Source: an optimization exercise on an open RTL-to-GDS flow (aim: small area). Production flows keep margins and buffers that such runs may drop.
Where RTL was checked, it was by simulation tests only, not by an equivalence proof against the original.
The clock port is modelled as an ideal driver, which makes a skipped or thinned clock tree look cheaper than it is; a real chip needs a root buffer or a tree.

## Lab1Top
module Lab1Top(clk, sw, ledr, ledg, seg7_out);
  input         clk;
  input  [17:0] sw;
  output [17:0] ledr;
  output [8:0]  ledg;
  output [39:0] seg7_out;
  reg [14:0] s1;
  always @(posedge clk) s1 <= {sw[17:6], sw[2:0]};
  wire [5:0] a = s1[14:9];
  wire [5:0] b = s1[8:3];
  wire show = s1[2];
  wire [1:0] op = s1[1:0];
  wire n1 = a[0] & b[0];
  wire n2 = a[1] & b[0];
  wire n3 = a[2] & b[0];
  wire n4 = a[3] & b[0];
  wire n5 = a[4] & b[0];
  wire n6 = ~(a[5] & b[0]);
  wire n7 = a[0] & b[1];
  wire n8 = a[1] & b[1];
  wire n9 = a[2] & b[1];
  wire n10 = a[3] & b[1];
  wire n11 = a[4] & b[1];
  wire n12 = ~(a[5] & b[1]);
  wire n13 = a[0] & b[2];
  wire n14 = a[1] & b[2];
  wire n15 = a[2] & b[2];
  wire n16 = a[3] & b[2];
  wire n17 = a[4] & b[2];
  wire n18 = ~(a[5] & b[2]);
  wire n19 = a[0] & b[3];
  wire n20 = a[1] & b[3];
  wire n21 = a[2] & b[3];
  wire n22 = a[3] & b[3];
  wire n23 = a[4] & b[3];
  wire n24 = ~(a[5] & b[3]);
  wire n25 = a[0] & b[4];
  wire n26 = a[1] & b[4];
  wire n27 = a[2] & b[4];
  wire n28 = a[3] & b[4];
  wire n29 = a[4] & b[4];
  wire n30 = ~(a[5] & b[4]);
  ...
Size: ~610 cells after synthesis, roughly 40 flip-flops, roughly 86 I/O pins, about 3600 um^2 of cells after synthesis.
==> flow/config.mk <==
export PLATFORM = sky130hd
export DESIGN_NAME = Lab1Top
export DESIGN_NICKNAME = Lab1Top
export VERILOG_FILES = /design/flow/design.v
export SDC_FILE = /design/flow/constraint.sdc
export NUM_CORES = 4
export LEC_CHECK = 0
export CAP_MARGIN = 20
export CORE_MARGIN = 2
export CORE_UTILIZATION = 40
export SLEW_MARGIN = 20
==> flow/constraint.sdc <==
create_clock -name core_clock -period 18.0 [get_ports {clk}]
set_input_delay 3.6000 -clock core_clock [delete_from_list [all_inputs] [get_ports {clk}]]
set_output_delay 3.6000 -clock core_clock [all_outputs]
set_load 0.01 [all_outputs]
standard.sh (not shown) runs the stock make flow with config.mk's settings and CLKGATE_MAP_FILE= SYNTH_SCRIPT=/design/flow/synth_recipe.tcl, a recipe that flattens the netlist after the stock synthesis.
==> flow/flow/run.sh <==
#!/bin/bash
# The standard ORFS layout (standard.sh) with these changes to how the
# layout is made:
# - synthesis runs the standard synthesis script, but Yosys's abc step uses
#   the area-oriented ABC script flow/area.abc, and half and full adders are left to
#   abc (the ha and fa cells are added to DONT_USE_CELLS);
# - port buffers are buf_1 cells;
# - the clock tree uses small clock buffers and no dummy loads;
# - constant outputs share the synthesized tie cells.
# make's output goes to make_flow.log here; each step's log is in orfs/logs/.
set -euo pipefail
W=$PWD
sed "s#@ABC@#$W/flow/area.abc#; s#@FLOW_SYNTH@#$W/synth_recipe.tcl#" flow/synth.tcl.in > my_synth.tcl
sed "s#SYNTH_SCRIPT=[^ ]*#SYNTH_SCRIPT=$W/my_synth.tcl#" standard.sh > my_standard.sh
grep -q "SYNTH_SCRIPT=$W/my_synth.tcl" my_standard.sh
PLATFORM_DONT_USE=$(make -s -C "$FLOW_HOME" DESIGN_CONFIG="$W/config.mk" print-DONT_USE_CELLS | sed -n 's/^DONT_USE_CELLS: *//p')
echo "$PLATFORM_DONT_USE" | grep -q probe_p_8
export BUFFER_PORTS_ARGS="-buffer_cell sky130_fd_sc_hd__buf_1"
export CTS_ARGS="-sink_clustering_enable -repair_clock_nets -buf_list {sky130_fd_sc_hd__clkbuf_2 sky130_fd_sc_hd__clkbuf_4 sky130_fd_sc_hd__clkbuf_8} -dont_use_dummy_load"
export SKIP_REPAIR_TIE_FANOUT=1
bash my_standard.sh "DONT_USE_CELLS=$PLATFORM_DONT_USE sky130_fd_sc_hd__ha_1 sky130_fd_sc_hd__ha_2 sky130_fd_sc_hd__ha_4 sky130_fd_sc_hd__fa_1 sky130_fd_sc_hd__fa_2 sky130_fd_sc_hd__fa_4" finish > make_flow.log 2>&1
==> flow/flow/area.abc <==
strash
&get -n
&deepsyn -T 30
&put
dch -f
amap
topo
==> flow/flow/synth.tcl.in <==
# The standard synthesis (synth_recipe.tcl), with Yosys's abc step given the
# area-oriented script @ABC@ in place of the one ORFS picks.
proc abc {args} {
  set i [lsearch -exact $args -script]
  if { $i >= 0 } { lset args [expr { $i + 1 }] @ABC@ }
  yosys abc {*}$args
}
source @FLOW_SYNTH@
Next try:
--- a/flow/flow/run.sh
+++ b/flow/flow/run.sh
@@ -4,4 +4,4 @@
 # - synthesis runs the standard synthesis script, but Yosys's abc step uses
-#   the area-oriented ABC script flow/area.abc, and half and full adders are left to
-#   abc (the ha and fa cells are added to DONT_USE_CELLS);
+#   the area-oriented ABC script flow/area.abc, and half adders are left to
+#   abc (the ha cells are added to DONT_USE_CELLS);
 # - port buffers are buf_1 cells;
@@ -20,2 +20,2 @@
 export SKIP_REPAIR_TIE_FANOUT=1
-bash my_standard.sh "DONT_USE_CELLS=$PLATFORM_DONT_USE sky130_fd_sc_hd__ha_1 sky130_fd_sc_hd__ha_2 sky130_fd_sc_hd__ha_4 sky130_fd_sc_hd__fa_1 sky130_fd_sc_hd__fa_2 sky130_fd_sc_hd__fa_4" finish > make_flow.log 2>&1
+bash my_standard.sh "DONT_USE_CELLS=$PLATFORM_DONT_USE sky130_fd_sc_hd__ha_1 sky130_fd_sc_hd__ha_2 sky130_fd_sc_hd__ha_4" finish > make_flow.log 2>&1
Cell count goes down by 13%.
Worst setup slack got worse by 1300 ps.
Global-route usage drops by 0.42 points.
Wire length is lower by 6.7%.
Via count came out lower by 13%.
Fmax came out lower by 9.8%.
Design area increases by 1.6%.
Function was not checked in any run of this note: the RTL went through the layout flow alone.

---

Setup of build 68:
Another version of the RTL of Lab1Top (not shown whole).
For scale: ~580 cells after synthesis, ~30 flip-flops, about 86 I/O pins.
Settings: LEC_CHECK=0, CAP_MARGIN=20, CORE_MARGIN=2, CORE_UTILIZATION=40, GPL_TIMING_DRIVEN=0, SETUP_SLACK_MARGIN=-1.0, SLEW_MARGIN=20; clock period 18.0 ns.
==> flow/flow/run.sh <==
#!/bin/bash
# The standard ORFS layout (standard.sh) with these changes to how the
# layout is made:
# - synthesis runs the standard synthesis script, but Yosys's abc step uses
#   the area-oriented ABC script flow/area.abc, and half and full adders are left to
#   abc (the ha and fa cells are added to DONT_USE_CELLS);
# - port buffers are buf_1 cells;
# - the clock tree is one level of clock buffers, one per group of nearby
#   registers
#   (flow/pre_cts.tcl, run before the CTS step, which it then skips);
# - constant outputs share the synthesized tie cells.
# make's output goes to make_flow.log here; each step's log is in orfs/logs/.
set -euo pipefail
W=$PWD
sed "s#@ABC@#$W/flow/area.abc#; s#@FLOW_SYNTH@#$W/synth_recipe.tcl#" flow/synth.tcl.in > my_synth.tcl
sed "s#SYNTH_SCRIPT=[^ ]*#SYNTH_SCRIPT=$W/my_synth.tcl#" standard.sh > my_standard.sh
grep -q "SYNTH_SCRIPT=$W/my_synth.tcl" my_standard.sh
PLATFORM_DONT_USE=$(make -s -C "$FLOW_HOME" DESIGN_CONFIG="$W/config.mk" print-DONT_USE_CELLS | sed -n 's/^DONT_USE_CELLS: *//p')
echo "$PLATFORM_DONT_USE" | grep -q probe_p_8
export BUFFER_PORTS_ARGS="-buffer_cell sky130_fd_sc_hd__buf_1"
export PRE_CTS_TCL=$W/flow/pre_cts.tcl
export CLOCK_BUFFER_CELL=${CLOCK_BUFFER_CELL:-sky130_fd_sc_hd__clkbuf_8}
export CLOCK_CLUSTERS=${CLOCK_CLUSTERS:-3}
export SKIP_REPAIR_TIE_FANOUT=1
export REMOVE_ABC_BUFFERS=1
bash my_standard.sh "DONT_USE_CELLS=$PLATFORM_DONT_USE sky130_fd_sc_hd__ha_1 sky130_fd_sc_hd__ha_2 sky130_fd_sc_hd__ha_4 sky130_fd_sc_hd__fa_1 sky130_fd_sc_hd__fa_2 sky130_fd_sc_hd__fa_4" finish > make_flow.log 2>&1
==> flow/flow/area.abc <==
strash
dc2
&get -n
&deepsyn -T 30
&put
dch -f
amap
topo
==> flow/flow/pre_cts.tcl <==
# Clock tree: the registers are split into CLOCK_CLUSTERS groups by position
# (k-means); one clock buffer (CLOCK_BUFFER_CELL), placed at the centre of its
# group, drives each group, and the clock port drives only these buffers.
# The standard CTS command is then skipped.
set block [ord::get_db_block]
set k $::env(CLOCK_CLUSTERS)
set regs {}
foreach inst [$block getInsts] {
  if { [string match "*dfxtp*" [[$inst getMaster] getName]] } {
    set box [$inst getBBox]
    lappend regs [list $inst [expr { ([$box xMin] + [$box xMax]) / 2.0 }] \
      [expr { ([$box yMin] + [$box yMax]) / 2.0 }]]
  }
}
# k-means, started from registers spread along the sorted x order
set sorted [lsort -real -index 1 $regs]
set n [llength $sorted]
set centres {}
for { set i 0 } { $i < $k } { incr i } {
  set r [lindex $sorted [expr { int(($i + 0.5) * $n / $k) }]]
  lappend centres [list [lindex $r 1] [lindex $r 2]]
}
for { set iter 0 } { $iter < 50 } { incr iter } {
  set groups [lrepeat $k {}]
  foreach r $regs {
    set best 0
    set bd 1e30
    for { set i 0 } { $i < $k } { incr i } {
      lassign [lindex $centres $i] cx cy
      set d [expr { abs([lindex $r 1] - $cx) + abs([lindex $r 2] - $cy) }]
      if { $d < $bd } { set bd $d; set best $i }
    }
    lset groups $best [concat [lindex $groups $best] [list $r]]
  }
  set new {}
  for { set i 0 } { $i < $k } { incr i } {
    set g [lindex $groups $i]
    if { [llength $g] == 0 } { lappend new [lindex $centres $i]; continue }
    set sx 0.0
    set sy 0.0
    foreach r $g { set sx [expr { $sx + [lindex $r 1] }]; set sy [expr { $sy + [lindex $r 2] }] }
    lappend new [list [expr { $sx / [llength $g] }] [expr { $sy / [llength $g] }]]
  }
  set centres $new
}
set dbu [$block getDefUnits]
set clk [$block findNet clk]
for { set i 0 } { $i < $k } { incr i } {
  set g [lindex $groups $i]
  if { [llength $g] == 0 } { continue }
  set pins {}
  foreach r $g { lappend pins [get_pins -of_objects [get_cells [[lindex $r 0] getName]] -filter "name == CLK"] }
  lassign [lindex $centres $i] cx cy
  puts "Clock buffer $i for [llength $g] registers at ([expr { $cx / $dbu }], [expr { $cy / $dbu }])"
  insert_buffer -buffer_cell $::env(CLOCK_BUFFER_CELL) -net clk -load_pins $pins \
    -buffer_name clkbuf_regs_$i -net_name clk_regs_$i \
    -location [list [expr { $cx / $dbu }] [expr { $cy / $dbu }]]
}
foreach inst [$block getInsts] {
  if { [string match "clkbuf_regs_*" [$inst getName]] } {
    foreach it [$inst getITerms] {
      if { [$it getNet] != "NULL" && [[$it getNet] getName] ni {VPWR VGND} } {
        [$it getNet] setSigType CLOCK
      }
    }
  }
}
proc clock_tree_synthesis { args } {
  puts "clock_tree_synthesis skipped: the clock buffers are already in place"
}
Scripts as last shown in full above: flow/flow/synth.tcl.in
Changes in build 90 relative to build 68:
Settings: clearing GPL_TIMING_DRIVEN, which used to be 0.
--- a/flow/flow/run.sh
+++ b/flow/flow/run.sh
@@ -21,6 +21,5 @@
 export PRE_CTS_TCL=$W/flow/pre_cts.tcl
 export CLOCK_BUFFER_CELL=${CLOCK_BUFFER_CELL:-sky130_fd_sc_hd__clkbuf_8}
-export CLOCK_CLUSTERS=${CLOCK_CLUSTERS:-3}
+export CLOCK_CLUSTERS=${CLOCK_CLUSTERS:-2}
 export SKIP_REPAIR_TIE_FANOUT=1
-export REMOVE_ABC_BUFFERS=1
 bash my_standard.sh "DONT_USE_CELLS=$PLATFORM_DONT_USE sky130_fd_sc_hd__ha_1 sky130_fd_sc_hd__ha_2 sky130_fd_sc_hd__ha_4 sky130_fd_sc_hd__fa_1 sky130_fd_sc_hd__fa_2 sky130_fd_sc_hd__fa_4" finish > make_flow.log 2>&1
==> flow/flow/area.abc <==
strash
&get -n
&deepsyn -T 30
&put
dch -f
amap
topo
==> run summary <==
Per the final summary, build 90 finished and its layout is clean on timing, DRC and antenna. Changes observed in build 90 relative to build 68: post-synthesis sequential area ratio moved up, compound-gate portion of the synthesized area moved up, final weighted congestion in routability-driven placement moved up. Compared with build 68, in build 90 amount of wire on met3 after detailed routing increased by about 18% relative to the old numbers, setup slack of the critical path after layout saw a decrease, xor and xnor area share after synthesis shows a reduction of 0.27 points, sum of routed wire length over all layers went up by about 9%, count of standard-cell rows went down by 1. Compared to build 68, build 90 has instance count of the mapped netlist about 3% lower.
Relative to build 90, the following input files were edited for build 23:
Settings: CORE_UTILIZATION now 65, was 40.
==> flow/flow/area.abc <==
strash
dc2
&get -n
&deepsyn -T 30
&put
dch -f
amap
topo
### Flow results
- Build 90 was larger in final cell area than build 23.
- The highest clock frequency the design can meet of build 23 was superior to that of build 90.
In every run of this note, the design's own scripts or RTL, not TritonCTS, make the clock network.

## static timing again, ports no longer ideal
In the flow no input, the clock included, has a driving cell. The finished layouts below were timed again as built, in two steps. Step 1 (the two cells are an assumption about what drives the block):
set clk [get_ports {clk}]
set_driving_cell -lib_cell sky130_fd_sc_hd__clkbuf_16 $clk
set_driving_cell -lib_cell sky130_fd_sc_hd__buf_2 [delete_from_list [all_inputs] $clk]
Step 2, shift: input delay + t, output delay - t, t = (earliest + latest rising clock arrival at the registers) / 2. This alone moves slack from input paths to output paths. Three values: no drivers, after step 1, after step 2; two values: the first two.
| run | t, ns | setup WS [ns] | latest minus earliest clock arrival (ns) | worst data-port slew with drivers (ns) |
|---|---|---|---|---|
| the first run of note 1 | 0.325 | 5.896 / 5.864 / 6.189 | 0.012 / 0.013 | 0.03 |
| the second run of note 1 | 0.310 | 4.576 / 4.576 / 4.576 | 0.024 / 0.025 | 0.03 |
| build 68 | 0.166 | 0.674 / 0.634 / 0.800 | 0.010 / 0.010 | 0.03 |
| build 90 | 0.179 | 0.492 / 0.457 / 0.636 | 0.005 / 0.005 | 0.03 |
| build 23 | 0.177 | 0.577 / 0.542 / 0.720 | 0.010 / 0.009 | 0.03 |
After both steps every run listed still meets setup and hold.
